What follows belongs to an exercise in optimizing a design on an open flow for small area; a production flow would make more cautious choices.
At most, simulation tests tie the RTL to the original design; equivalence was not proved.
No functional check of the RTL was part of run 4.
Power and IR drop assume default switching activity.

$ cat design/flow/flow/run.sh
#!/bin/bash
# Standard ORFS layout (the standard.sh, standard synthesis unchanged);
# the only change: port buffers are sky130_fd_sc_hd__buf_1 (repair_design
# then sizes up or buffers the ones with large loads).
set -uo pipefail
export BUFFER_PORTS_ARGS="-buffer_cell sky130_fd_sc_hd__buf_1"
bash standard.sh > standard.log 2>&1
rc=$?
mkdir -p orfs_logs
cp -r orfs/logs/. orfs_logs/ 2>/dev/null || true
exit $rc
$ cat design/flow/standard.sh
#!/bin/bash
# synth_recipe.tcl (not shown) runs the flow's synth.tcl, then flattens the netlist and writes it again
# the make line also repeats each setting of config.mk as NAME=value (left out here)
make -C /OpenROAD-flow-scripts/flow DESIGN_CONFIG=/design/flow/config.mk WORK_HOME=/design/flow/orfs CLKGATE_MAP_FILE= SYNTH_SCRIPT=/design/flow/synth_recipe.tcl "${@:-finish}"
$ cat design/flow/config.mk
export PLATFORM = sky130hd
export DESIGN_NAME = sync_shfifo
export DESIGN_NICKNAME = sync_shfifo
export VERILOG_FILES = /design/flow/design.v
export SDC_FILE = /design/flow/constraint.sdc
export NUM_CORES = 4
export LEC_CHECK = 0
export CAP_MARGIN = 10
export CORE_MARGIN = 2
export CORE_UTILIZATION = 55
export CTS_BUF_LIST = sky130_fd_sc_hd__clkbuf_8
export CTS_CLUSTER_DIAMETER = 50
export CTS_CLUSTER_SIZE = 18
export SLEW_MARGIN = 10
export SYNTH_HIERARCHICAL = 1
$ cat design/flow/constraint.sdc
create_clock -name core_clock -period 7.0 [get_ports {clk}]
set_input_delay 1.4000 -clock core_clock [delete_from_list [all_inputs] [get_ports {clk}]]
set_output_delay 1.4000 -clock core_clock [all_outputs]
set_load 0.01 [all_outputs]
$ cat design/flow/design.v
module sync_shfifo #(
    parameter FIFO_WIDTH = 32,
    parameter FIFO_ADDR  = 5,
    parameter FIFO_DEPTH = 1 << FIFO_ADDR,
    parameter FIFO_AE_THRESHOLD = 1,
    parameter FIFO_AF_THRESHOLD = FIFO_DEPTH -1)
(
    input                           clk,
    input                           rst_n,
    input                           fifo_wen,
    input      [FIFO_WIDTH-1 :0]    fifo_wdat,
    input                           fifo_ren,
    output     [FIFO_WIDTH-1 :0]    fifo_rdat,
    output                          fifo_empty,
    output                          fifo_full,
    output                          fifo_aempty,
    output                          fifo_afull,
    output     [FIFO_ADDR :0]       fifo_wcnt,
    output reg [FIFO_ADDR :0]       fifo_rcnt,
    output reg                      fifo_wr_full_err,
    output reg                      fifo_rd_empty_err
);
reg  [FIFO_WIDTH-1 :0]   fifo_data[FIFO_DEPTH-1 :0];
wire wr_acc = fifo_wen & ~fifo_full;
wire rd_acc = fifo_ren & ~fifo_empty;
integer i;
always @(posedge clk)
begin
    if (wr_acc) begin
        fifo_data[0] <= fifo_wdat;
        for (i = 1; i < FIFO_DEPTH; i = i + 1)
            fifo_data[i] <= fifo_data[i-1];
    end
end
wire [3:0]              rd_lo;
wire [8:0]              rd_hi;
wire [FIFO_DEPTH-1 :0]  rd_sel;
genvar gk, gb;
generate
    for (gk = 0; gk < 4; gk = gk + 1) begin : g_lo
        assign rd_lo[gk] = fifo_rcnt[1:0] == gk;
    end
    for (gk = 0; gk < 9; gk = gk + 1) begin : g_hi
        assign rd_hi[gk] = fifo_rcnt[FIFO_ADDR:2] == gk;
    end
    for (gk = 0; gk < FIFO_DEPTH; gk = gk + 1) begin : g_dec
        sync_shfifo_and2 u_rd (.a(rd_hi[(gk+1)/4]), .b(rd_lo[(gk+1)%4]), .y(rd_sel[gk]));
    end
endgenerate
generate
    for (gb = 0; gb < FIFO_WIDTH; gb = gb + 1) begin : g_rd
        wire [FIFO_DEPTH-1 :0] col;
        for (gk = 0; gk < FIFO_DEPTH; gk = gk + 1) begin : g_col
            assign col[gk] = fifo_data[gk][gb];
        end
        sync_shfifo_rdbit u_rd (.d(col), .sel(rd_sel), .q(fifo_rdat[gb]));
    end
endgenerate
always @(posedge clk or negedge rst_n)
begin
    if(~rst_n)
        fifo_rcnt <= 'b0;
    else if(wr_acc & ~rd_acc)
        fifo_rcnt <= fifo_rcnt + 'b1;
    else if(rd_acc & ~wr_acc)
        fifo_rcnt <= fifo_rcnt - 'b1;
end
assign fifo_wcnt   = FIFO_DEPTH - fifo_rcnt;
assign fifo_full   = fifo_rcnt[FIFO_ADDR];
assign fifo_empty  = fifo_rcnt == 'b0;
assign fifo_aempty = fifo_rcnt <= FIFO_AE_THRESHOLD;
assign fifo_afull  = fifo_rcnt >= FIFO_AF_THRESHOLD;
always @(posedge clk or negedge rst_n) begin
    if(~rst_n)
        fifo_wr_full_err <= 'b0;
    else if(fifo_full & fifo_wen)
        fifo_wr_full_err <= 'b1;
end
always @(posedge clk or negedge rst_n) begin
    if(~rst_n)
        fifo_rd_empty_err <= 'b0;
    else if(fifo_empty & fifo_ren)
        fifo_rd_empty_err <= 'b1;
end
endmodule
module sync_shfifo_and2 (input a, input b, output y);
assign y = a & b;
endmodule
module sync_shfifo_rdbit (
    input  [31:0] d,
    input  [31:0] sel,
    output        q
);
wire [9:0]  g;
wire [2:0]  h;
genvar i;
generate
    for (i = 0; i < 10; i = i + 1) begin : g_aoi
        sync_shfifo_aoi222 u_aoi (.d(d[3*i+2:3*i]), .s(sel[3*i+2:3*i]), .y(g[i]));
    end
endgenerate
sync_shfifo_nand4  u_nd0 (.a(g[3:0]),  .y(h[0]));
sync_shfifo_nand4  u_nd1 (.a(g[7:4]),  .y(h[1]));
sync_shfifo_aoi22_nand3 u_nd2 (.g(g[9:8]), .d(d[31:30]), .s(sel[31:30]), .y(h[2]));
assign q = |h;
endmodule
module sync_shfifo_aoi222 (input [2:0] d, input [2:0] s, output y);
assign y = ~|(d & s);
endmodule
module sync_shfifo_nand4 (input [3:0] a, output y);
assign y = ~&a;
endmodule
module sync_shfifo_aoi22_nand3 (input [1:0] g, input [1:0] d, input [1:0] s, output y);
assign y = ~(g[0] & g[1] & ~|(d & s));
endmodule
==> qor.tcl, run 1 <==
set qor(synth.top_cells.by_area) {sky130_fd_sc_hd__edfxtp_1, sky130_fd_sc_hd__a222oi_1, sky130_fd_sc_hd__nand4_1}
set qor(multi_input_comb_area_mm2) 0.00482
set qor(clock-skew-final_ns) 0.0336
set qor(asyncSetResetFlopFracSynth_pct) 0.775
set qor(drt_first_iter_violations) 4059
set qor(timing.fmax_ghz) 0.183
set qor(critical_path.most_common_cell) {sky130_fd_sc_hd__buf_4}
set qor(postLayoutCoreUtil_pct) 61.7
set qor(syn_area_per_cell_um2) 22.3
set qor(detail-route-antenna-nets) 0
set qor(report.final.setup_viol) 0
set qor(mostFrequentLayoutCell) {sky130_fd_sc_hd__edfxtp_1}
set qor(io_buffer_count) 85
set qor(globalRoute.totalOverflow) 0
set qor(maxCapViolations) 0
set qor(largest_family_of_logic_cells_by_synthesized_area) {compound AO/OA/AOI/OAI gates}
set qor(regArea_mm2) 0.0309
set qor(most_used_dff_post_synth) {sky130_fd_sc_hd__edfxtp_1}
set qor(cts_made_buffers) 91
set qor(cts.repair_timing.setup_buffer_count) 0
set qor(crit_path_top_delay_cell) {sky130_fd_sc_hd__and2_1}
set qor(clk_pin_slew_ns) 0.11
set qor(firstDrtPassIters) 10
set qor(grt_antenna_before_repair) 1
set qor(relSlewSlack_pct) 24.0
set qor(number_of_cells_after_detailed_placement) 2588
set qor(place.gp.congestion) 0.785
set qor(dieArea_mm2) 0.0671
set qor(critPathRequiredTime_ns) 5.60
set qor(final.period_utilization_pct) 78.0
set qor(finalSetupTns_ns) 0
set qor(cell_family_contributing_the_most_delay_on_the_critical_path) {simple AND/OR/NAND/NOR gates}
set qor(largest_net_degree_at_the_start_of_global_routing) 212
set qor(die_height_um) 259
set qor(synthToLayoutAreaGrowth_pct) 10.9
set qor(synth_edf_count) 1024
set qor(syn-num-nets) 1649
set qor(mappedNetlistArea_mm2) 0.0358
set qor(rsz0062_at_grt) {no}
set qor(synthSimpleGateAreaFrac_pct) 3.13
set qor(yosys_register_bits) 1032
set qor(hold_class) {reg -> reg}
set qor(final_cell_mix) {sky130_fd_sc_hd__edfxtp_1, sky130_fd_sc_hd__a222oi_1, sky130_fd_sc_hd__clkbuf_8}
set qor(rows) 93
set qor(clk_latency_ns) 0.73
set qor(cell_count_after_synthesis) 1607
set qor(timing.critical_path.fanout_max) 16
set qor(filler_cell_count) 4546
set qor(grt_first_pass_wirelength_um) 125000
set qor(cp_slowest_stage_delay_ns) 0.84
set qor(first_global_vias) 18470
set qor(synth_top_area_share_pct) 85.9
set qor(cts_num_sinks) 1032
set qor(cp-start-kind) {flip-flop}
set qor(worst_ir_drop_vdd_mv) 0.309
set qor(coreArea_mm2) 0.0643
set qor(power_density_mw_per_mm2) 401
set qor(synth.yosys.warnings) 8
set qor(post_drt_via_cell_ratio) 6.96
set qor(cts.hold.buffers_added) 0
set qor(worstPathCellList) {nor4_1, and2_1, buf_4, buf_4, a222oi_1, nand4_1, or3_1, buf_1}
set qor(cts_max_level) 3
set qor(fin_crit_ns) 5.46
set qor(hold_violation_total_from_the_final_report) 0
set qor(fraction_of_layout_instances_using_a_drive_strength_above_1_pct) 11.2
set qor(cts_max_path_buffers) 3
set qor(ioPinCount) 86
set qor(timing.final.max_slew_violations) 0
set qor(initial_utilization_pct) 55.6
set qor(synthXorXnorAreaFrac_pct) 0.245
set qor(synth_unique_cells) 32
set qor(place.detailed.hpwl_um) 46100
set qor(cts_resized) 0
set qor(cp_buf_inv_count) 3
set qor(outcome) {complete, no violations}
set qor(ctsRootBufferMaster) {sky130_fd_sc_hd__clkbuf_8}
set qor(leakage_nw) 12.7
set qor(die_w_um) 259
set qor(setup.worst_path.end_class) {output pin}
set qor(grt_util_all_layers_pct) 25.5
set qor(finish.cell_count_without_fillers) 2756
set qor(synthAdderAreaFrac_pct) 0.210
set qor(critical_path_arrival_ns) 4.06
set qor(worst_slew_pin_slew_ns) 1.14
set qor(cts_tree) {built}
set qor(synth_mux_area_share_pct) 0.0280
set qor(synth_compound_gate_area_share_pct) 9.81
set qor(synth_sequential_area_ratio_pct) 86.5
set qor(synth.largest_area_cell) {sky130_fd_sc_hd__edfxtp_1}
set qor(drt-wirelength-per-cell_um) 31.1
set qor(final_nets) 1868
set qor(drt-total-wl_um) 85700
set qor(dr_total_vias) 19187
set qor(worstSetupPathType) {reg -> out}
set qor(drcViolationCount) 0
[metal layers]
layer	part of all wire [%]	routed length (µm)	GRT usage, %
met2	47	40200	38.5
met1	41	34900	38.8
met3	11	9040	5.17
met5	0	0	0
met4	1.8	1570	5.91
[Yosys stat by module, one instance, submodules excluded]
module	flops+latches	cells	times used	cell area, µm²
sync_shfifo_aoi222	0	1	320	10.0
sync_shfifo_nand4	0	1	64	6.26
sync_shfifo_aoi22_nand3	0	2	32	12.5
sync_shfifo_rdbit	0	1	32	6.26
sync_shfifo	1032	1095	1	31400
sync_shfifo_and2	0	1	32	6.26
[cell families after synthesis]
logic type | Yosys count
and+or+nand+nor | 189
muxes | 1
DFF | 1032
adders and majority gates | 6
xor gates and xnor gates | 10
buffers and inverters | 9
AOI/OAI and AO/OA | 360
[registers in the layout (all words and copies together) (netlist names)]
| name | cells |
|---|---|
| fifo_data | 1024 |
| fifo_rcnt | 6 |
| fifo_rd_empty_err | 1 |
| fifo_wr_full_err | 1 |
[where the power goes]
part / leakage [nW] / total, W / switching (W) / internal, W
Clock: 1.05 / 0.00392 / 0.00221 / 0.00171
Sequential: 9.77 / 0.00949 / 0.000737 / 0.00875
Combinational: 1.87 / 0.00252 / 0.00184 / 0.000679
[final timing paths]
path	startpoint	slack, ns	endpoint	depth (start not counted)
worst min-delay path	fifo_data[19][12]	0.44	fifo_data[20][12]	0
min in group asynchronous	rst_n	0.61	fifo_rcnt[2]	1
worst max register to register	fifo_rcnt[5]	3.81	fifo_data[15][4]	3
max in group asynchronous	rst_n	6.06	fifo_rcnt[1]	1
worst max-delay path	fifo_rcnt[2]	1.54	fifo_rdat[23]	8
worst min register to register	fifo_data[19][12]	0.44	fifo_data[20][12]	0
[cells in the mapped netlist, types with 2 or more instances]
| cell type | instances |
|---|---|
| sky130_fd_sc_hd__a21o_1 | 2 |
| sky130_fd_sc_hd__a222oi_1 | 320 |
| sky130_fd_sc_hd__a22oi_1 | 32 |
| sky130_fd_sc_hd__and2_1 | 34 |
| sky130_fd_sc_hd__buf_4 | 2 |
| sky130_fd_sc_hd__clkbuf_1 | 3 |
| sky130_fd_sc_hd__dfrtp_1 | 8 |
| sky130_fd_sc_hd__edfxtp_1 | 1024 |
| sky130_fd_sc_hd__ha_1 | 6 |
| sky130_fd_sc_hd__inv_1 | 2 |
| sky130_fd_sc_hd__nand2_1 | 4 |
| sky130_fd_sc_hd__nand2b_1 | 4 |
| sky130_fd_sc_hd__nand3_1 | 33 |
| sky130_fd_sc_hd__nand4_1 | 66 |
| sky130_fd_sc_hd__nor2_1 | 5 |
| sky130_fd_sc_hd__nor3_1 | 6 |
| sky130_fd_sc_hd__or3_1 | 33 |
| sky130_fd_sc_hd__xnor2_1 | 4 |
| sky130_fd_sc_hd__xor2_1 | 6 |
[stage by stage]
| step | setup slack, ns | hold WS (ns) | cell area (µm²) | power [W] |
|---|---|---|---|---|
| after CTS | 1.54 | 0.436 | 39700 | 0.0160 |
| after global routing | 1.41 | 0.450 | 39700 | 0.0166 |
| after detailed placement | 2.32 | 0.432 | 37600 | 0.0121 |
| after floorplan | -11.79 | 0.426 | 35800 | 0.0115 |
| after global placement | 2.46 | 0.429 | 37600 | 0.0120 |
| final | 1.54 | 0.437 | 39700 | 0.0159 |
[cell type report]
class / instances / area share, %
antenna: 1 / 0.00630
clock buffer: 95 / 3.29
clock inverter: 72 / 2.01
inverter: 2 / 0.0189
multi-input combinational: 566 / 12.1
sequential: 1032 / 78.0
tap: 855 / 2.69
timing repair buffer: 133 / 1.87
[worst register-to-register path, delay by kind of cell, from the launching register on]
family / cells / cell delay (ns)
buf+inv: 2 / 1.45
flops: 1 / 0.55
simple gates: 1 / 0.84
==> run 2, diff against run 1 <==
--- a/design/flow/config.mk
+++ b/design/flow/config.mk
@@ -9,7 +9,7 @@
 export CORE_MARGIN = 2
 export CORE_UTILIZATION = 55
 export CTS_BUF_LIST = sky130_fd_sc_hd__clkbuf_8
-export CTS_CLUSTER_DIAMETER = 50
-export CTS_CLUSTER_SIZE = 18
+export CTS_CLUSTER_DIAMETER = 80
+export CTS_CLUSTER_SIZE = 16
 export SLEW_MARGIN = 10
 export SYNTH_HIERARCHICAL = 1
==> run 2 against run 1 <==
Against the previous run: combinational power about the same; synthesized cell count stayed put; utilization fell by 1.6 points; die area did not move; critical path type unchanged; critical endpoint is now fifo_rdat[20].
==> qor.tcl, run 2 <==
set qor(outcome) {complete, no violations}
set qor(finalSetupTns_ns) 0
set qor(timing.final.max_slew_violations) 0
set qor(critical_path_arrival_ns) 4.00
set qor(dr_total_vias) 18883
set qor(met3_wirelength_um) 9700
set qor(syn_area_per_cell_um2) 22.3
set qor(place.detailed.hpwl_um) 46100
set qor(cts.hold.buffers_added) 0
set qor(cts_num_sinks) 1032
set qor(drcViolationCount) 0
set qor(power_density_mw_per_mm2) 383
set qor(first_global_vias) 18179
set qor(drt-wirelength-per-cell_um) 31.9
set qor(synth_top_area_share_pct) 85.9
set qor(synth.top_cells.by_area) {sky130_fd_sc_hd__edfxtp_1, sky130_fd_sc_hd__a222oi_1, sky130_fd_sc_hd__nand4_1}
set qor(clk_latency_ns) 0.69
set qor(coreArea_mm2) 0.0643
set qor(critical_path_endpoint) {fifo_rdat[20]}
set qor(highest_layer) {met4}
set qor(synth_unique_cells) 32
set qor(rows) 93
set qor(timing.critical_path.fanout_max) 16
set qor(cell_count_after_synthesis) 1607
set qor(cts_resized) 0
set qor(final_nets) 1851
set qor(mappedNetlistArea_mm2) 0.0358
set qor(number_of_flip_flops_under_the_largest_register_name) 1024
set qor(worst_slew_pin_slew_ns) 1.13
set qor(synth.yosys.warnings) 8
set qor(synth.largest_area_cell) {sky130_fd_sc_hd__edfxtp_1}
set qor(cts.repair_timing.setup_buffer_count) 0
set qor(relSlewSlack_pct) 24.9
set qor(dieArea_mm2) 0.0671
set qor(m1WireLength_um) 34100
set qor(timing.fmax_ghz) 0.185
set qor(ctsRootBufferMaster) {sky130_fd_sc_hd__clkbuf_8}
set qor(firstDrtPassIters) 8
set qor(cts_made_buffers) 74
set qor(ioPinCount) 86
set qor(syn-num-nets) 1649
set qor(reg.largest.list) {fifo_data: 1024 flops, fifo_rcnt: 6 flops}
set qor(worst_r2r_endpoint) {fifo_data[16][4]}
set qor(total_power_w) 0.0148
set qor(grt_util_all_layers_pct) 25.3
set qor(reg2reg_setup_slack_ns) 3.82
set qor(largest_register) {fifo_data}
set qor(routed-wl-met2_um) 39600
set qor(fin_crit_ns) 5.40
set qor(worstSetupPathType) {reg -> out}
set qor(place.gp.congestion) 0.785
set qor(globalRoute.totalOverflow) 0
set qor(timing.rr.start) {fifo_rcnt[5]}
set qor(mostFrequentLayoutCell) {sky130_fd_sc_hd__edfxtp_1}
set qor(most_used_dff_post_synth) {sky130_fd_sc_hd__edfxtp_1}
set qor(die_height_um) 259
set qor(worst_ir_drop_vdd_mv) 0.258
set qor(hold_violation_total_from_the_final_report) 0
set qor(die_w_um) 259
set qor(grt_antenna_before_repair) 1
set qor(drt_first_iter_violations) 4009
set qor(critical_path.startpoint) {fifo_rcnt[2]}
set qor(cts_max_path_buffers) 3
set qor(report.final.setup_viol) 0
set qor(detail-route-antenna-nets) 0
set qor(synth_top_cells_by_count) {sky130_fd_sc_hd__edfxtp_1, sky130_fd_sc_hd__a222oi_1, sky130_fd_sc_hd__nand4_1}
set qor(ff2ff_path_depth) 3
set qor(io_buffer_count) 85
set qor(cts_tree) {built}
set qor(synth_sequential_area_ratio_pct) 86.5
set qor(drt-total-wl_um) 85200
set qor(largest_net_degree_at_the_start_of_global_routing) 212
set qor(clock-skew-final_ns) 0.0249
set qor(yosys_register_bits) 1032
set qor(setup.worst_path.end_class) {output pin}
set qor(fraction_of_layout_instances_using_a_drive_strength_above_1_pct) 7.60
set qor(grt_first_pass_wirelength_um) 124000
set qor(initial_utilization_pct) 55.6
set qor(clk_pin_slew_ns) 0.10
set qor(maxCapViolations) 0
set qor(leakage_nw) 12.2
set qor(cts_max_level) 3
set qor(synth_edf_count) 1024
set qor(hold_start) {fifo_data[19][19]}
set qor(synthToLayoutAreaGrowth_pct) 8.06
set qor(hold_class) {reg -> reg}
set qor(asyncSetResetFlopFracSynth_pct) 0.775
set qor(yosysMostFrequentCell) {sky130_fd_sc_hd__edfxtp_1}
set qor(critPathRequiredTime_ns) 5.60
set qor(final.period_utilization_pct) 77.1
set qor(post_drt_via_cell_ratio) 7.07
set qor(final_cell_mix) {sky130_fd_sc_hd__edfxtp_1, sky130_fd_sc_hd__a222oi_1, sky130_fd_sc_hd__buf_1}
set qor(cp-start-kind) {flip-flop}
set qor(rsz0062_at_grt) {no}
==> run 2: cell count changes in the layout (fill, tap and decap cells not counted), sizes merged <==
cell      delta
bufinv       -9
clkinvlp     -8
clkinv      -24
inv         -26
clkbuf      -18
==> run 2: metal layers <==
layer / global-route usage (%) / up-vias
met1: 37.9 / 9796
met3: 6.13 / 125
met4: 6.18 / 0
met5: 0 / -
li1: - / 7843
met2: 37.9 / 1119
==> run 2: critical path, stage by stage, from the launching register on <==
cell	delay, ns
sky130_fd_sc_hd__dfrtp_1	0.58
sky130_fd_sc_hd__nor4_1	0.65
sky130_fd_sc_hd__and2_1	0.83
sky130_fd_sc_hd__buf_4	0.38
sky130_fd_sc_hd__buf_4	0.27
sky130_fd_sc_hd__a222oi_1	0.13
sky130_fd_sc_hd__nand4_1	0.19
sky130_fd_sc_hd__or3_1	0.13
sky130_fd_sc_hd__buf_1	0.15
==> run 2: modules after synthesis (local to each module, per instance) <==
| module | cell area [µm²] | times used | flip-flops and latches |
|---|---|---|---|
| sync_shfifo | 31400 | 1 | 1032 |
| sync_shfifo_and2 | 6.26 | 32 | 0 |
| sync_shfifo_aoi222 | 10.0 | 320 | 0 |
| sync_shfifo_aoi22_nand3 | 12.5 | 32 | 0 |
| sync_shfifo_nand4 | 6.26 | 64 | 0 |
| sync_shfifo_rdbit | 6.26 | 32 | 0 |
==> run 2: final cells by class <==
type | instances | area, µm²
timing repair buffer | 133 | 742
tap | 855 | 1070
clock inverter | 5 | 30.0
fill | 4583 | 25700
multi-input combinational | 566 | 4820
inverter | 2 | 7.51
sequential | 1032 | 30900
antenna | 1 | 2.50
clock buffer | 77 | 1060
==> run 2: how the worst min path moves through the flow <==
| stage | end | depth (start not counted) |
|---|---|---|
| after global routing | fifo_data[31][3] | 0 |
| after detailed placement | fifo_data[28][19] | 0 |
| final | fifo_data[20][19] | 0 |
| after floorplan | fifo_data[10][0] | 0 |
| after CTS | fifo_data[2][31] | 0 |
| after global placement | fifo_data[3][1] | 0 |
==> run 2: power breakdown <==
part	internal, W	leakage [nW]	switching, W	total [W]
clock network	0.000995	0.561	0.00181	0.00280
logic	0.000679	1.87	0.00185	0.00253
registers	0.00875	9.77	0.000737	0.00948
total	0.0104	12.2	0.00439	0.0148
==> run 2: logic make-up after synthesis <==
kind of cell	Yosys count	synth area share (%)
xor gates and xnor gates	10	0.245
muxes	1	0.0280
DFF	1032	86.5
and+or+nand+nor	189	3.13
AOI/OAI and AO/OA	360	9.81
adders and majority gates	6	0.210
buffers and inverters	9	0.119
==> run 2: metrics by stage <==
stage               setup WS, ns  util (%)  hold slack, ns  area [µm²]  cells
CTS                         1.56      60.1           0.445       38700   2670
detailed placement          2.32      58.4           0.432       37600   2588
floorplan                 -11.79         -           0.426       35800   1607
finish                      1.60      60.1           0.444       38700   2671
global placement            2.46      58.4           0.429       37600   2588
global route                1.40      60.1           0.455       38700   2671
==> run 3, diff against run 2 <==
--- a/design/flow/config.mk
+++ b/design/flow/config.mk
@@ -9,7 +9,7 @@
 export CORE_MARGIN = 2
 export CORE_UTILIZATION = 55
 export CTS_BUF_LIST = sky130_fd_sc_hd__clkbuf_8
-export CTS_CLUSTER_DIAMETER = 80
+export CTS_CLUSTER_DIAMETER = 60
 export CTS_CLUSTER_SIZE = 16
 export SLEW_MARGIN = 10
 export SYNTH_HIERARCHICAL = 1
==> run 3 against run 2 <==
Against the previous run: still clean on timing, DRC and antenna; maximum frequency fell by 0.99%; sequential power barely moved; flip-flop and latch count did not move; sequential share of layout area fell by 0.098 points; synthesized cell count did not move; count of clock-buffer cells in the layout did not move; global-route usage rose by 0.055 points; via count rose by 0.27%; critical endpoint is now fifo_rdat[10].
==> qor.tcl, run 3 <==
set qor(hold_violation_total_from_the_final_report) 0
set qor(maxCapViolations) 0
set qor(critPathRequiredTime_ns) 5.60
set qor(cts_made_buffers) 75
set qor(asyncSetResetFlopFracSynth_pct) 0.775
set qor(post_drt_via_cell_ratio) 7.08
set qor(synthToLayoutAreaGrowth_pct) 8.19
set qor(clock-skew-final_ns) 0.0298
set qor(place.detailed.hpwl_um) 46100
set qor(outcome) {complete, no violations}
set qor(synth_top_area_share_pct) 85.9
set qor(leakage_nw) 12.2
set qor(cts_tree) {built}
set qor(final_cell_area_mm2) 0.0387
set qor(syn_area_per_cell_um2) 22.3
set qor(comb_power_share_pct) 17.0
set qor(filler_cell_count) 4581
set qor(die_height_um) 259
set qor(globalRoute.totalOverflow) 0
set qor(power_density_mw_per_mm2) 384
set qor(number_of_cells_after_detailed_placement) 2588
set qor(io_buffer_count) 85
set qor(setup.worst_path.end_class) {output pin}
set qor(syn-num-nets) 1649
set qor(cts_max_path_buffers) 3
set qor(rsz0062_at_grt) {no}
set qor(power_report.internal_total_w) 0.0105
set qor(synth.top_cells.by_area) {sky130_fd_sc_hd__edfxtp_1, sky130_fd_sc_hd__a222oi_1, sky130_fd_sc_hd__nand4_1}
set qor(cts_max_level) 3
set qor(pwr-share-seq_pct) 63.8
set qor(final_nets) 1852
set qor(final_cell_mix) {sky130_fd_sc_hd__edfxtp_1, sky130_fd_sc_hd__a222oi_1, sky130_fd_sc_hd__buf_1}
set qor(worstPathCellList) {nand2b_1, nor3_1, and2_1, buf_4, a222oi_1, nand4_1, or3_1, buf_1}
set qor(ioPinCount) 86
set qor(worstHoldPathCells) 0
set qor(synth.yosys.warnings) 8
set qor(timing.final.max_slew_violations) 0
set qor(grt_first_pass_wirelength_um) 124000
set qor(synth.largest_area_cell) {sky130_fd_sc_hd__edfxtp_1}
set qor(grt_antenna_before_repair) 1
set qor(cts.hold.buffers_added) 0
set qor(hold_class) {reg -> reg}
set qor(synth_top_cells_by_count) {sky130_fd_sc_hd__edfxtp_1, sky130_fd_sc_hd__a222oi_1, sky130_fd_sc_hd__nand4_1}
set qor(crit_path_top_delay_cell) {sky130_fd_sc_hd__and2_1}
set qor(synth_sequential_area_ratio_pct) 86.5
set qor(number_of_flip_flops_under_the_largest_register_name) 1024
set qor(die_w_um) 259
set qor(reg2reg_setup_slack_ns) 3.77
set qor(place.gp.congestion) 0.785
set qor(worst_slew_pin_slew_ns) 1.18
set qor(fraction_of_layout_instances_using_a_drive_strength_above_1_pct) 7.75
set qor(switching_share_pct) 29.6
set qor(timing.fmax_ghz) 0.183
set qor(dr_total_vias) 18934
set qor(synth_unique_cells) 32
set qor(cts.repair_timing.setup_buffer_count) 0
set qor(finalSetupTns_ns) 0
set qor(final.period_utilization_pct) 77.9
set qor(report.final.setup_viol) 0
set qor(reg.largest.list) {fifo_data: 1024 flops, fifo_rcnt: 6 flops}
set qor(cts_num_sinks) 1032
set qor(fin_crit_ns) 5.45
set qor(relSlewSlack_pct) 21.4
set qor(largest_register) {fifo_data}
set qor(power.share.clock_pct) 19.3
set qor(ctsRootBufferMaster) {sky130_fd_sc_hd__clkbuf_8}
set qor(finish.cell_count_without_fillers) 2675
set qor(coreArea_mm2) 0.0643
set qor(post_dp_cell_area_mm2) 0.0376
set qor(timing.critical_path.fanout_max) 22
set qor(worstSetupPathType) {reg -> out}
set qor(drcViolationCount) 0
set qor(worst_ir_drop_vdd_mv) 0.258
set qor(mappedNetlistArea_mm2) 0.0358
set qor(clk_latency_ns) 0.70
set qor(drt_first_iter_violations) 4130
set qor(initial_utilization_pct) 55.6
set qor(critical_path_arrival_ns) 4.05
set qor(first_global_vias) 18185
set qor(firstDrtPassIters) 8
set qor(synth_edf_count) 1024
set qor(most_used_dff_post_synth) {sky130_fd_sc_hd__edfxtp_1}
set qor(mostFrequentLayoutCell) {sky130_fd_sc_hd__edfxtp_1}
set qor(p_switching_w) 0.00441
set qor(rows) 93
set qor(cts_resized) 0
set qor(cp-start-kind) {flip-flop}
set qor(yosysMostFrequentCell) {sky130_fd_sc_hd__edfxtp_1}
set qor(yosys_register_bits) 1032
set qor(detail-route-antenna-nets) 0
set qor(drt-total-wl_um) 85400
set qor(cell_count_after_synthesis) 1607
set qor(drt-wirelength-per-cell_um) 31.9
set qor(dieArea_mm2) 0.0671
set qor(cp_slowest_stage_delay_ns) 0.68
set qor(grt_util_all_layers_pct) 25.3
set qor(largest_net_degree_at_the_start_of_global_routing) 212
set qor(ff2ff_path_depth) 3
set qor(clk_pin_slew_ns) 0.10
## run 3: metal layers
layer / wire length, µm / GRT usage [%] / up-vias
met1: 34100 / 37.7 / 9769
met2: 39300 / 37.8 / 1181
li1: - / - / 7851
met4: 2050 / 6.54 / 0
met5: 0 / 0 / -
met3: 9920 / 6.44 / 133
## run 3: cell type report
class	instances	area (µm²)	share of cell area, %
Sequential cell	1032	30900	79.9
Inverter	2	7.51	0.0194
Clock buffer	77	1060	2.74
Multi-Input combinational cell	566	4820	12.4
Clock inverter	9	77.6	0.200
Timing Repair Buffer	133	742	1.92
Tap cell	855	1070	2.76
Antenna cell	1	2.50	0.00646
## run 3: worst paths after layout
check / endpoint / from
max in group asynchronous: fifo_rcnt[5] / rst_n
worst min-delay path: fifo_data[2][31] / fifo_data[1][31]
worst max register to register: fifo_data[10][4] / fifo_rcnt[5]
worst min register to register: fifo_data[2][31] / fifo_data[1][31]
min in group asynchronous: fifo_rd_empty_err / rst_n
worst max-delay path: fifo_rdat[10] / fifo_rcnt[2]
## run 3: critical path, delay by kind of cell, from the launching register on
| family | cells | cell delay, ns |
|---|---|---|
| buffers and inverters | 2 | 0.85 |
| AOI/OAI and AO/OA | 1 | 0.16 |
| DFF | 1 | 0.58 |
| and+or+nand+nor | 5 | 1.72 |
## run 3: cells by family after synthesis
family	Yosys count	share of synthesized area (%)
adder cells (fa/ha/maj)	6	0.210
AO/OA/AOI/OAI	360	9.81
multiplexers	1	0.0280
AND/OR/NAND/NOR	189	3.13
flip-flops	1032	86.5
buffers and inverters	9	0.119
XOR/XNOR	10	0.245
## run 3: through the flow
stage               util (%)  setup slack (ns)  power, W  hold slack (ns)
CTS                     60.2              1.55    0.0150            0.444
detailed placement      58.4              2.32    0.0121            0.432
global route            60.2              1.40    0.0155            0.462
global placement        58.4              2.46    0.0120            0.429
floorplan                  -            -11.79    0.0115            0.426
finish                  60.2              1.55    0.0149            0.438
## run 3: Yosys stat by module, one instance, submodules excluded
module / area [µm²] / flops+latches / cells / times used
sync_shfifo_nand4: 6.26 / 0 / 1 / 64
sync_shfifo_rdbit: 6.26 / 0 / 1 / 32
sync_shfifo_and2: 6.26 / 0 / 1 / 32
sync_shfifo_aoi22_nand3: 12.5 / 0 / 2 / 32
sync_shfifo: 31400 / 1032 / 1095 / 1
sync_shfifo_aoi222: 10.0 / 0 / 1 / 320
## run 3: power groups by stage
stage	clock network [W]	registers (W)	logic, W
after floorplan	0	0.0100	0.00147
after global placement	0	0.00953	0.00250
after detailed placement	0	0.00959	0.00255
after CTS	0.00295	0.00948	0.00254
after global routing	0.00315	0.00964	0.00271
final	0.00286	0.00948	0.00253
==> run 4, diff against run 3 <==
--- a/design/flow/design.v
+++ b/design/flow/design.v
@@ -23,19 +23,26 @@
 reg  [FIFO_WIDTH-1 :0]   fifo_data[FIFO_DEPTH-1 :0];
 wire wr_acc = fifo_wen & ~fifo_full;
 wire rd_acc = fifo_ren & ~fifo_empty;
+wire                    wr_ok = ~fifo_full;
+wire [FIFO_WIDTH-1 :0]  wr_col;
 integer i;
-always @(posedge clk)
-begin
-    if (wr_acc) begin
-        fifo_data[0] <= fifo_wdat;
-        for (i = 1; i < FIFO_DEPTH; i = i + 1)
-            fifo_data[i] <= fifo_data[i-1];
+genvar gk, gb;
+generate
+    for (gb = 0; gb < FIFO_WIDTH; gb = gb + 1) begin : g_wr
+        sync_shfifo_and2 u_we (.a(fifo_wen), .b(wr_ok), .y(wr_col[gb]));
+        always @(posedge clk)
+        begin
+            if (wr_col[gb]) begin
+                fifo_data[0][gb] <= fifo_wdat[gb];
+                for (i = 1; i < FIFO_DEPTH; i = i + 1)
+                    fifo_data[i][gb] <= fifo_data[i-1][gb];
+            end
+        end
     end
-end
+endgenerate
 wire [3:0]              rd_lo;
 wire [8:0]              rd_hi;
 wire [FIFO_DEPTH-1 :0]  rd_sel;
-genvar gk, gb;
 generate
     for (gk = 0; gk < 4; gk = gk + 1) begin : g_lo
         assign rd_lo[gk] = fifo_rcnt[1:0] == gk;
==> run 4 against run 3 <==
Against the previous run: still clean; sequential share of layout area down 0.65 points; count of clock-buffer cells in the layout stayed put; die area up 0.57%; global-route usage up 0.23 points; critical endpoint is now fifo_rdat[21]; largest power group unchanged; highest routed layer is now met5.
==> qor.tcl, run 4 <==
set qor(asyncSetResetFlopFracSynth_pct) 0.775
set qor(final.period_utilization_pct) 74.3
set qor(use_met1_pct) 39.9
set qor(finish.cell_count_without_fillers) 2732
set qor(coreArea_mm2) 0.0646
set qor(drt_first_iter_violations) 4201
set qor(synthToLayoutAreaGrowth_pct) 8.44
set qor(synth_sequential_area_ratio_pct) 86.0
set qor(cp-start-kind) {flip-flop}
set qor(synth_edf_count) 1024
set qor(first_global_vias) 18874
set qor(timing.final.max_slew_violations) 0
set qor(cts_resized) 0
set qor(largest_net_degree_at_the_start_of_global_routing) 37
set qor(clk_pin_slew_ns) 0.10
set qor(post_dp_cell_area_mm2) 0.0378
set qor(cts_max_path_buffers) 3
set qor(initial_utilization_pct) 55.8
set qor(syn-num-nets) 1685
set qor(place.gp.congestion) 0.798
set qor(timing.critical_path.fanout_max) 32
set qor(fraction_of_layout_instances_using_a_drive_strength_above_1_pct) 9.70
set qor(drt-total-wl_um) 86900
set qor(ioPinCount) 86
set qor(finalSetupTns_ns) 0
set qor(grt_first_pass_wirelength_um) 126000
set qor(cp_buf_inv_count) 1
set qor(cell_family_contributing_the_most_delay_on_the_critical_path) {simple AND/OR/NAND/NOR gates}
set qor(cts.repair_timing.setup_buffer_count) 0
set qor(globalRouteMet2Util_pct) 36.7
set qor(die_w_um) 260
set qor(filler_cell_count) 4627
set qor(hold_violation_total_from_the_final_report) 0
set qor(largest_register) {fifo_data}
set qor(yosys_register_bits) 1032
set qor(clk_latency_ns) 0.70
set qor(drcViolationCount) 0
set qor(syn_area_per_cell_um2) 21.9
set qor(drt-wirelength-per-cell_um) 31.8
set qor(relSlewSlack_pct) 11.3
set qor(timing.fmax_ghz) 0.192
set qor(power_density_mw_per_mm2) 369
set qor(io_buffer_count) 85
set qor(detail-route-antenna-nets) 0
set qor(global_route.peak_usage_layer) {met1}
set qor(report.final.setup_viol) 0
set qor(synth.yosys.warnings) 8
set qor(dieArea_mm2) 0.0675
set qor(rsz0062_at_grt) {no}
set qor(firstDrtPassIters) 14
set qor(synth.largest_area_cell) {sky130_fd_sc_hd__edfxtp_1}
set qor(cts.hold.buffers_added) 0
set qor(cp_slowest_stage_delay_ns) 1.08
set qor(hold_class) {reg -> reg}
set qor(final_nets) 1896
set qor(cts_max_level) 3
set qor(grt_antenna_before_repair) 3
set qor(groute.layer.met3.usage_pct) 5.74
set qor(setup.worst_path.end_class) {output pin}
set qor(final_cell_area_mm2) 0.0390
set qor(cts_tree) {built}
set qor(post_drt_via_cell_ratio) 7.16
set qor(place.detailed.hpwl_um) 45600
set qor(maxCapViolations) 0
set qor(cell_count_after_synthesis) 1643
set qor(most_used_dff_post_synth) {sky130_fd_sc_hd__edfxtp_1}
set qor(number_of_flip_flops_under_the_largest_register_name) 1024
set qor(grt_util_all_layers_pct) 25.6
set qor(critical_path_arrival_ns) 3.80
set qor(cts_made_buffers) 76
set qor(cts_num_sinks) 1032
set qor(globalRoute.totalOverflow) 0
set qor(final_cell_mix) {sky130_fd_sc_hd__edfxtp_1, sky130_fd_sc_hd__a222oi_1, sky130_fd_sc_hd__buf_1}
set qor(mappedNetlistArea_mm2) 0.0360
set qor(synth_unique_cells) 34
set qor(fin_crit_ns) 5.20
set qor(synth_top_area_share_pct) 85.4
set qor(ctsRootBufferMaster) {sky130_fd_sc_hd__clkbuf_8}
set qor(rows) 93
set qor(worst_ir_drop_vdd_mv) 0.214
set qor(synth_top_cells_by_count) {sky130_fd_sc_hd__edfxtp_1, sky130_fd_sc_hd__a222oi_1, sky130_fd_sc_hd__nand4_1}
set qor(worst_slew_pin_slew_ns) 1.33
set qor(outcome) {complete, no violations}
set qor(reg.largest.list) {fifo_data: 1024 flops, fifo_rcnt: 6 flops}
set qor(dr_total_vias) 19563
set qor(yosysMostFrequentCell) {sky130_fd_sc_hd__edfxtp_1}
set qor(mostFrequentLayoutCell) {sky130_fd_sc_hd__edfxtp_1}
set qor(worstSetupPathType) {reg -> out}
set qor(crit_path_top_delay_cell) {sky130_fd_sc_hd__and2_2}
set qor(synth.top_cells.by_area) {sky130_fd_sc_hd__edfxtp_1, sky130_fd_sc_hd__a222oi_1, sky130_fd_sc_hd__nand4_1}
set qor(clock-skew-final_ns) 0.0252
set qor(leakage_nw) 12.3
set qor(number_of_cells_after_detailed_placement) 2631
set qor(worstPathCellList) {nand2_1, nor3_1, and2_2, a222oi_1, nand4_1, or3_1, buf_1}
set qor(die_height_um) 260
set qor(critPathRequiredTime_ns) 5.60
## run 4: cell count changes after synthesis, moves of 2 or more
cell                       change
sky130_fd_sc_hd__and2_1       +30
sky130_fd_sc_hd__buf_2         +2
sky130_fd_sc_hd__nand2_1       +2
sky130_fd_sc_hd__nand2b_1      -2
sky130_fd_sc_hd__nor2_1        +2
## run 4: logic make-up (layout without fill, tap and decap cells)
group | Yosys count | after routing | share of synthesized area (%)
compound gates | 360 | 360 | 9.71
xor+xnor | 10 | 10 | 0.243
fa+ha+maj | 6 | 6 | 0.209
buf+inv | 11 | 244 | 0.167
flops | 1032 | 1032 | 86.0
mux | 1 | 1 | 0.0278
other cells | 0 | 1 | 0
simple gates | 223 | 223 | 3.69
## run 4: final timing paths
kind / from / end / slack, ns / cells after the start
setup reg to reg: fifo_rcnt[0] / fifo_rcnt[5] / 4.14 / 10
hold reg to reg: fifo_data[22][18] / fifo_data[23][18] / 0.44 / 0
setup / recovery: fifo_rcnt[2] / fifo_rdat[21] / 1.80 / 7
hold / removal: fifo_data[22][18] / fifo_data[23][18] / 0.44 / 0
min in group asynchronous: rst_n / fifo_rd_empty_err / 0.63 / 1
max in group asynchronous: rst_n / fifo_rcnt[4] / 6.05 / 1
## run 4: cell type report
| type | count | area [µm²] | area share [%] |
|---|---|---|---|
| Timing Repair Buffer | 141 | 739 | 1.89 |
| Multi-Input combinational cell | 600 | 5030 | 12.9 |
| Clock buffer | 77 | 1060 | 2.71 |
| Sequential cell | 1032 | 30900 | 79.3 |
| Clock inverter | 23 | 178 | 0.455 |
| Antenna cell | 1 | 2.50 | 0.00641 |
| Inverter | 3 | 11.3 | 0.0288 |
| Tap cell | 855 | 1070 | 2.74 |
## run 4: layer usage
layer	wire, µm	part of all wire (%)	up-vias
met4	2060	2.4	2
met3	11300	13	136
met1	35000	40	10103
met5	13	0.015	-
li1	-	-	7991
met2	38600	44	1331
## run 4: metrics by stage
stage	total power, W	hold WS [ns]	setup WS (ns)	utilization, %
global route	0.0150	0.459	1.58	60.5
finish	0.0144	0.437	1.80	60.5
detailed placement	0.0116	0.432	2.59	58.5
global placement	0.0115	0.429	2.66	58.5
floorplan	0.0104	0.426	2.84	-
CTS	0.0145	0.448	1.79	60.5
## run 4: per-module statistics from Yosys (local to each module, per instance)
module / cells inside / flops+latches
sync_shfifo: 1099 / 1032
sync_shfifo_and2: 1 / 0
sync_shfifo_aoi222: 1 / 0
sync_shfifo_rdbit: 1 / 0
sync_shfifo_nand4: 1 / 0
sync_shfifo_aoi22_nand3: 2 / 0
## run 4: where the power goes
part,internal [W],switching [W],leakage [nW]
Clock,0.00109,0.00185,0.641
Sequential,0.00853,0.000650,9.64
Combinational,0.000627,0.00165,2.00
Total,0.0103,0.00415,12.3
==> run 5, diff against run 4 <==
--- a/design/flow/design.v
+++ b/design/flow/design.v
@@ -23,26 +23,19 @@
 reg  [FIFO_WIDTH-1 :0]   fifo_data[FIFO_DEPTH-1 :0];
 wire wr_acc = fifo_wen & ~fifo_full;
 wire rd_acc = fifo_ren & ~fifo_empty;
-wire                    wr_ok = ~fifo_full;
-wire [FIFO_WIDTH-1 :0]  wr_col;
 integer i;
-genvar gk, gb;
-generate
-    for (gb = 0; gb < FIFO_WIDTH; gb = gb + 1) begin : g_wr
-        sync_shfifo_and2 u_we (.a(fifo_wen), .b(wr_ok), .y(wr_col[gb]));
-        always @(posedge clk)
-        begin
-            if (wr_col[gb]) begin
-                fifo_data[0][gb] <= fifo_wdat[gb];
-                for (i = 1; i < FIFO_DEPTH; i = i + 1)
-                    fifo_data[i][gb] <= fifo_data[i-1][gb];
-            end
-        end
+always @(posedge clk)
+begin
+    if (wr_acc) begin
+        fifo_data[0] <= fifo_wdat;
+        for (i = 1; i < FIFO_DEPTH; i = i + 1)
+            fifo_data[i] <= fifo_data[i-1];
     end
-endgenerate
+end
 wire [3:0]              rd_lo;
 wire [8:0]              rd_hi;
 wire [FIFO_DEPTH-1 :0]  rd_sel;
+genvar gk, gb;
 generate
     for (gk = 0; gk < 4; gk = gk + 1) begin : g_lo
         assign rd_lo[gk] = fifo_rcnt[1:0] == gk;
==> design/flow/flow/run.sh (replaced) <==
#!/bin/bash
# Standard ORFS layout (the standard.sh, standard synthesis unchanged) with
# two changes to how the layout is made:
#  - port buffers are sky130_fd_sc_hd__buf_1 (repair_design then sizes up or
#    buffers the ones with large loads);
#  - clock tree synthesis without dummy loads (same clustering and buffer as
#    config.mk's CTS settings).
set -uo pipefail
export BUFFER_PORTS_ARGS="-buffer_cell sky130_fd_sc_hd__buf_1"
export CTS_ARGS="-sink_clustering_enable -repair_clock_nets -sink_clustering_size 16 -sink_clustering_max_diameter 60 -buf_list sky130_fd_sc_hd__clkbuf_8 -dont_use_dummy_load"
bash standard.sh > standard.log 2>&1
rc=$?
mkdir -p orfs_logs
cp -r orfs/logs/. orfs_logs/ 2>/dev/null || true
exit $rc
==> run 5 against run 4 <==
Against the previous run: still clean; flip-flop and latch count stayed put; via count is 3.5% lower; utilization is 0.44 points lower; register-to-register slack worse by 0.30 ns; routed wire length is 1.9% lower; setup slack worse by 0.20 ns; sequential power is 3.4% higher; global-route usage is 0.25 points lower; worst hold slack worse by 0.0084 ns; non-clock buffer count is 8 lower; die area is 0.57% lower; critical endpoint is now fifo_rdat[10]; largest power group unchanged; highest routed layer is now met4.
==> qor.tcl, run 5 <==
set qor(die_w_um) 259
set qor(synth_top_cells_by_count) {sky130_fd_sc_hd__edfxtp_1, sky130_fd_sc_hd__a222oi_1, sky130_fd_sc_hd__nand4_1}
set qor(clk_latency_ns) 0.71
set qor(drt_first_iter_violations) 4249
set qor(cp_slowest_stage_delay_ns) 0.69
set qor(setup.worst_path.end_class) {output pin}
set qor(place.detailed.hpwl_um) 46100
set qor(initial_utilization_pct) 55.6
set qor(mostFrequentLayoutCell) {sky130_fd_sc_hd__edfxtp_1}
set qor(reg.largest.list) {fifo_data: 1024 flops, fifo_rcnt: 6 flops}
set qor(critical_path_arrival_ns) 4.00
set qor(cts_made_buffers) 75
set qor(cts_tree) {built}
set qor(synth_unique_cells) 32
set qor(firstDrtPassIters) 8
set qor(cts_max_path_buffers) 3
set qor(synthToLayoutAreaGrowth_pct) 7.90
set qor(worst_slew_pin_slew_ns) 1.16
set qor(largest_register) {fifo_data}
set qor(cts.repair_timing.setup_buffer_count) 0
set qor(outcome) {complete, no violations}
set qor(worstSetupPathType) {reg -> out}
set qor(timing.critical_path.fanout_max) 22
set qor(report.final.setup_viol) 0
set qor(asyncSetResetFlopFracSynth_pct) 0.775
set qor(hold_violation_total_from_the_final_report) 0
set qor(die_height_um) 259
set qor(largest_net_degree_at_the_start_of_global_routing) 212
set qor(number_of_flip_flops_under_the_largest_register_name) 1024
set qor(detail-route-antenna-nets) 0
set qor(cts_resized) 0
set qor(final_nets) 1852
set qor(grt_first_pass_wirelength_um) 124000
set qor(cell_count_after_synthesis) 1607
set qor(mappedNetlistArea_mm2) 0.0358
set qor(synth_edf_count) 1024
set qor(place.gp.congestion) 0.785
set qor(final.period_utilization_pct) 77.1
set qor(timing.final.max_slew_violations) 0
set qor(worstPathCellList) {nand2b_1, nor3_1, and2_1, buf_4, a222oi_1, nand4_1, or3_1, buf_1}
set qor(maxCapViolations) 0
set qor(cts.hold.buffers_added) 0
set qor(synth.yosys.warnings) 8
set qor(syn-num-nets) 1649
set qor(cts_max_level) 3
set qor(first_global_vias) 18162
set qor(coreArea_mm2) 0.0643
set qor(leakage_nw) 12.2
set qor(post_drt_via_cell_ratio) 7.09
set qor(globalRoute.totalOverflow) 0
set qor(power_density_mw_per_mm2) 382
set qor(drcViolationCount) 0
set qor(synth_top_area_share_pct) 85.9
set qor(most_used_dff_post_synth) {sky130_fd_sc_hd__edfxtp_1}
set qor(finalSetupTns_ns) 0
set qor(synth.largest_area_cell) {sky130_fd_sc_hd__edfxtp_1}
set qor(drt-total-wl_um) 85300
set qor(fin_crit_ns) 5.40
set qor(grt_util_all_layers_pct) 25.3
set qor(multi_input_comb_area_mm2) 0.00482
set qor(post_dp_cell_area_mm2) 0.0376
set qor(final_cell_mix) {sky130_fd_sc_hd__edfxtp_1, sky130_fd_sc_hd__a222oi_1, sky130_fd_sc_hd__buf_1}
set qor(worst_ir_drop_vdd_mv) 0.257
set qor(cts_num_sinks) 1032
set qor(io_buffer_count) 85
set qor(grt_antenna_before_repair) 1
set qor(synth_sequential_area_ratio_pct) 86.5
set qor(syn_area_per_cell_um2) 22.3
set qor(final_cell_area_mm2) 0.0386
set qor(clock-skew-final_ns) 0.0477
set qor(regArea_mm2) 0.0309
set qor(filler_cell_count) 4586
set qor(crit_path_top_delay_cell) {sky130_fd_sc_hd__and2_1}
set qor(ctsRootBufferMaster) {sky130_fd_sc_hd__clkbuf_8}
set qor(synth.top_cells.by_area) {sky130_fd_sc_hd__edfxtp_1, sky130_fd_sc_hd__a222oi_1, sky130_fd_sc_hd__nand4_1}
set qor(dr_total_vias) 18876
set qor(rsz0062_at_grt) {no}
set qor(relSlewSlack_pct) 22.9
set qor(hold_class) {reg -> reg}
set qor(ioPinCount) 86
set qor(dieArea_mm2) 0.0671
set qor(rows) 93
set qor(critPathRequiredTime_ns) 5.60
set qor(cp-start-kind) {flip-flop}
set qor(yosys_register_bits) 1032
set qor(fraction_of_layout_instances_using_a_drive_strength_above_1_pct) 7.36
set qor(yosysMostFrequentCell) {sky130_fd_sc_hd__edfxtp_1}
set qor(drt-wirelength-per-cell_um) 32.0
set qor(timing.fmax_ghz) 0.185
set qor(clk_pin_slew_ns) 0.09
set qor(final.hold.worst_slack_ns) 0.429
## run 5: cell count changes after synthesis, moves of 2 or more
cell                       delta
sky130_fd_sc_hd__nor2_1       -2
sky130_fd_sc_hd__nand2b_1     +2
sky130_fd_sc_hd__nand2_1      -2
sky130_fd_sc_hd__and2_1      -30
sky130_fd_sc_hd__buf_2        -2
## run 5: logic make-up (layout without fill, tap and decap cells)
| logic type | count (synthesis) | count (layout) | share of synthesized area [%] |
|---|---|---|---|
| XOR/XNOR | 10 | 10 | 0.245 |
| AO/OA/AOI/OAI | 360 | 360 | 9.81 |
| buffers and inverters | 9 | 210 | 0.119 |
| AND/OR/NAND/NOR | 189 | 189 | 3.13 |
| multiplexers | 1 | 1 | 0.0280 |
| adder cells (fa/ha/maj) | 6 | 6 | 0.210 |
| flip-flops | 1032 | 1032 | 86.5 |
| other | 0 | 1 | 0 |
## run 5: metal layers
metal  GRT usage, %  part of all wire [%]  vias to the layer above
met5              0                     0                        -
met4           6.54                   2.2                        0
met3           6.37                    12                      121
met2           37.8                    46                     1142
met1           37.8                    40                     9775
li1               -                     -                     7838
## run 5: worst paths after layout
path | slack, ns | start | cells past startpoint | endpoint
hold / removal | 0.43 | fifo_data[20][5] | 0 | fifo_data[21][5]
setup / recovery | 1.60 | fifo_rcnt[2] | 8 | fifo_rdat[10]
min in group asynchronous | 0.66 | rst_n | 1 | fifo_rd_empty_err
hold reg to reg | 0.43 | fifo_data[20][5] | 0 | fifo_data[21][5]
max in group asynchronous | 6.02 | rst_n | 1 | fifo_rcnt[5]
setup reg to reg | 3.84 | fifo_rcnt[5] | 3 | fifo_data[10][4]
## run 5: cell type report
type,count,area share (%)
sequential,1032,80.1
timing repair buffer,133,1.92
inverter,2,0.0194
tap,855,2.77
clock buffer,75,2.67
antenna,1,0.00648
multi-input combinational,566,12.5
## run 5: through the flow
step                worst slack [ns]  util (%)  cells  power (W)
floorplan                     -11.79         -   1607     0.0115
global placement                2.46      58.4   2588     0.0120
detailed placement              2.32      58.4   2588     0.0121
CTS                             1.59      60.0   2663     0.0149
global route                    1.44      60.0   2664     0.0154
finish                          1.60      60.0   2664     0.0148
## run 5: modules after synthesis (local to each module, per instance)
module | area, µm² | times used | flops+latches | cells
sync_shfifo_aoi222 | 10.0 | 320 | 0 | 1
sync_shfifo_rdbit | 6.26 | 32 | 0 | 1
sync_shfifo | 31400 | 1 | 1032 | 1095
sync_shfifo_and2 | 6.26 | 32 | 0 | 1
sync_shfifo_aoi22_nand3 | 12.5 | 32 | 0 | 2
sync_shfifo_nand4 | 6.26 | 64 | 0 | 1
## run 5: worst max-delay path, delay by kind of cell, from the launching register on
family / cells / cell delay [ns]
buf+inv: 2 / 0.84
compound gates: 1 / 0.16
simple gates: 5 / 1.72
flops: 1 / 0.58
## run 5: report_power, final
part / internal [W] / total [W] / switching (W)
clock: 0.000966 / 0.00275 / 0.00179
combinational: 0.000679 / 0.00253 / 0.00185
sequential: 0.00875 / 0.00949 / 0.000737
total: 0.0104 / 0.0148 / 0.00437
==> run 6, diff against run 5 <==
--- a/design/flow/flow/run.sh
+++ b/design/flow/flow/run.sh
@@ -7,7 +7,7 @@
 #    config.mk's CTS settings).
 set -uo pipefail
 export BUFFER_PORTS_ARGS="-buffer_cell sky130_fd_sc_hd__buf_1"
-export CTS_ARGS="-sink_clustering_enable -repair_clock_nets -sink_clustering_size 16 -sink_clustering_max_diameter 60 -buf_list sky130_fd_sc_hd__clkbuf_8 -dont_use_dummy_load"
+export CTS_ARGS="-sink_clustering_enable -repair_clock_nets -sink_clustering_size 18 -sink_clustering_max_diameter 100 -buf_list sky130_fd_sc_hd__clkbuf_8 -dont_use_dummy_load"
 bash standard.sh > standard.log 2>&1
 rc=$?
 mkdir -p orfs_logs
==> run 6 against run 5 <==
Against the previous run: highest routed layer unchanged; power fell by 0.84%; via count decreased by 0.66%; die area stayed put; clock power shrank 5%; non-clock buffer count stayed put; utilization down 0.17 points.
==> qor.tcl, run 6 <==
set qor(cp_slowest_stage_delay_ns) 0.84
set qor(place.detailed.hpwl_um) 46100
set qor(filler_cell_count) 4585
set qor(ctsRootBufferMaster) {sky130_fd_sc_hd__clkbuf_8}
set qor(setup.worst_path.end_class) {output pin}
set qor(initial_utilization_pct) 55.6
set qor(drcViolationCount) 0
set qor(coreArea_mm2) 0.0643
set qor(most_used_dff_post_synth) {sky130_fd_sc_hd__edfxtp_1}
set qor(synth_unique_cells) 32
set qor(maxCapViolations) 0
set qor(total_power_w) 0.0146
set qor(firstDrtPassIters) 10
set qor(drt_first_iter_violations) 4020
set qor(crit_path_top_delay_cell) {sky130_fd_sc_hd__and2_1}
set qor(cts_resized) 0
set qor(timing.rr.start) {fifo_rcnt[5]}
set qor(post_drt_via_cell_ratio) 7.06
set qor(fin_crit_ns) 5.41
set qor(syn-num-nets) 1649
set qor(hold_violation_total_from_the_final_report) 0
set qor(leakage_nw) 12.1
set qor(synth.yosys.warnings) 8
set qor(worst_r2r_endpoint) {fifo_data[4][4]}
set qor(synth.top_cells.by_area) {sky130_fd_sc_hd__edfxtp_1, sky130_fd_sc_hd__a222oi_1, sky130_fd_sc_hd__nand4_1}
set qor(critical_path.most_common_cell) {sky130_fd_sc_hd__buf_4}
set qor(fraction_of_layout_instances_using_a_drive_strength_above_1_pct) 6.94
set qor(relSlewSlack_pct) 24.9
set qor(worstHoldPathCells) 0
set qor(cp-start-kind) {flip-flop}
set qor(cts_max_path_buffers) 3
set qor(mostFrequentLayoutCell) {sky130_fd_sc_hd__edfxtp_1}
set qor(final_nets) 1844
set qor(reg.largest.list) {fifo_data: 1024 flops, fifo_rcnt: 6 flops}
set qor(mappedNetlistArea_mm2) 0.0358
set qor(rsz0062_at_grt) {no}
set qor(syn_area_per_cell_um2) 22.3
set qor(ff2ff_path_depth) 3
set qor(synth_top_area_share_pct) 85.9
set qor(clock-skew-final_ns) 0.0541
set qor(timing.fmax_ghz) 0.185
set qor(critPathRequiredTime_ns) 5.60
set qor(place.gp.congestion) 0.785
set qor(critical_path_arrival_ns) 4.01
set qor(worstSetupPathType) {reg -> out}
set qor(number_of_flip_flops_under_the_largest_register_name) 1024
set qor(worstPathCellList) {nor4_1, and2_1, buf_4, buf_4, a222oi_1, nand4_1, or3_1, buf_1}
set qor(grt_util_all_layers_pct) 25.2
set qor(final.period_utilization_pct) 77.3
set qor(final_cell_mix) {sky130_fd_sc_hd__edfxtp_1, sky130_fd_sc_hd__a222oi_1, sky130_fd_sc_hd__buf_1}
set qor(grt_antenna_before_repair) 1
set qor(worstHoldEndpoint) {fifo_data[4][5]}
set qor(drt-total-wl_um) 85200
set qor(die_w_um) 259
set qor(synthToLayoutAreaGrowth_pct) 7.59
set qor(timing.critical_path.fanout_max) 16
set qor(die_height_um) 259
set qor(hold_class) {reg -> reg}
set qor(cell_count_after_synthesis) 1607
set qor(asyncSetResetFlopFracSynth_pct) 0.775
set qor(grt_first_pass_wirelength_um) 123000
set qor(cell_family_contributing_the_most_delay_on_the_critical_path) {simple AND/OR/NAND/NOR gates}
set qor(timing.final.max_slew_violations) 0
set qor(cts_num_sinks) 1032
set qor(drt-wirelength-per-cell_um) 32.1
set qor(report.final.setup_viol) 0
set qor(io_buffer_count) 85
set qor(synth.largest_area_cell) {sky130_fd_sc_hd__edfxtp_1}
set qor(power_density_mw_per_mm2) 380
set qor(yosys_register_bits) 1032
set qor(cts.repair_timing.setup_buffer_count) 0
set qor(post_dp_cell_area_mm2) 0.0376
set qor(first_global_vias) 18084
set qor(globalRoute.totalOverflow) 0
set qor(hold_start) {fifo_data[3][5]}
set qor(clk_pin_slew_ns) 0.12
set qor(cts_made_buffers) 67
set qor(cp_buf_inv_count) 3
set qor(cts_max_level) 3
set qor(reg2reg_setup_slack_ns) 3.83
set qor(outcome) {complete, no violations}
set qor(worst_slew_pin_slew_ns) 1.13
set qor(cts_tree) {built}
set qor(final_cell_area_mm2) 0.0385
set qor(rows) 93
set qor(ioPinCount) 86
set qor(finalSetupTns_ns) 0
set qor(clk_latency_ns) 0.68
set qor(synth_top_cells_by_count) {sky130_fd_sc_hd__edfxtp_1, sky130_fd_sc_hd__a222oi_1, sky130_fd_sc_hd__nand4_1}
set qor(dieArea_mm2) 0.0671
set qor(dr_total_vias) 18752
set qor(synth_edf_count) 1024
set qor(largest_register) {fifo_data}
set qor(cts.hold.buffers_added) 0
set qor(detail-route-antenna-nets) 0
set qor(yosysMostFrequentCell) {sky130_fd_sc_hd__edfxtp_1}
set qor(largest_net_degree_at_the_start_of_global_routing) 212
set qor(worst_ir_drop_vdd_mv) 0.320
set qor(synth_sequential_area_ratio_pct) 86.5
run 6: worst max path at each step:
stage | from | end | cells after the start
after detailed placement | fifo_rcnt[2] | fifo_rdat[10] | 8
final | fifo_rcnt[2] | fifo_rdat[20] | 8
after CTS | fifo_rcnt[2] | fifo_rdat[10] | 8
after floorplan | fifo_wen | fifo_rcnt[5] | 6
after global routing | fifo_rcnt[2] | fifo_rdat[10] | 8
after global placement | fifo_rcnt[2] | fifo_rdat[10] | 8
run 6: cells by family (layout without fill, tap and decap cells):
kind of cell,Yosys count,count (layout),synth area share [%]
flip-flops,1032,1032,86.5
AO/OA/AOI/OAI,360,360,9.81
AND/OR/NAND/NOR,189,189,3.13
XOR/XNOR,10,10,0.245
buffers and inverters,9,202,0.119
adder cells (fa/ha/maj),6,6,0.210
multiplexers,1,1,0.0280
other,0,1,0
run 6: per-module statistics from Yosys (local to each module, per instance):
module,copies in the design,flops+latches
sync_shfifo_aoi22_nand3,32,0
sync_shfifo_rdbit,32,0
sync_shfifo,1,1032
sync_shfifo_nand4,64,0
sync_shfifo_and2,32,0
sync_shfifo_aoi222,320,0
run 6: layout make-up:
class	instances	area (µm²)	share of cell area (%)
diodes	1	2.50	0.00650
clock buffers	67	922	2.39
inverters	2	7.51	0.0195
multi-input cells	566	4820	12.5
flip-flops and latches	1032	30900	80.4
well taps	855	1070	2.78
repair buffers	133	742	1.93
run 6: metrics by stage:
step	hold WS, ns	util [%]	worst slack [ns]	std cells
floorplan	0.426	-	-11.79	1607
global placement	0.429	58.4	2.46	2588
detailed placement	0.432	58.4	2.32	2588
CTS	0.420	59.8	1.55	2655
global route	0.421	59.8	1.41	2656
finish	0.420	59.8	1.59	2656
run 6: power by group:
part	switching, W	internal (W)	leakage (nW)
combinational	0.00185	0.000679	1.87
clock	0.00176	0.000869	0.482
sequential	0.000736	0.00875	9.77
run 6: routing by layer:
metal / up-vias / GRT usage [%] / wire length, µm
met2: 1071 / 37.9 / 39500
li1: 7822 / - / -
met3: 114 / 5.44 / 9520
met4: 0 / 6.50 / 1700
met1: 9745 / 38.1 / 34500
met5: - / 0 / 0

afterwards: timing with drivers on the ports:
No port has a modelled driver above. Below, the same layouts with a new extraction and two added sets of constraints. Step 1: set_driving_cell puts a clkbuf_16 on clk and a buf_2 on each other input, an assumption about the parent block. Step 2 moves the port delays by t, midway between the first and last clock arrival at a register: inputs arrive t later, outputs are due t later. That takes back most of the time a late clock gives input paths. Slacks: no drivers / after step 1 / after step 2; pairs: no drivers / after step 1.
run | t (ns) | setup slack, ns | worst setup path at the end | clock arrival spread, ns | slew at the worst register clock pin (ns)
run 1 | 0.762 | 1.540 / 1.485 / 2.247 | register to output | 0.049 / 0.049 | 0.11 / 0.11
run 2 | 0.742 | 1.601 / 1.537 / 2.279 | register to output | 0.028 / 0.028 | 0.10 / 0.10
run 3 | 0.748 | 1.547 / 1.486 / 2.234 | register to output | 0.032 / 0.033 | 0.11 / 0.11
run 4 | 0.748 | 1.797 / 1.735 / 2.484 | register to output | 0.037 / 0.037 | 0.10 / 0.10
run 5 | 0.746 | 1.600 / 1.538 / 2.284 | register to output | 0.047 / 0.047 | 0.11 / 0.11
run 6 | 0.709 | 1.587 / 1.530 / 2.239 | register to output | 0.058 / 0.057 | 0.12 / 0.12
After both steps every run listed still meets setup and hold.
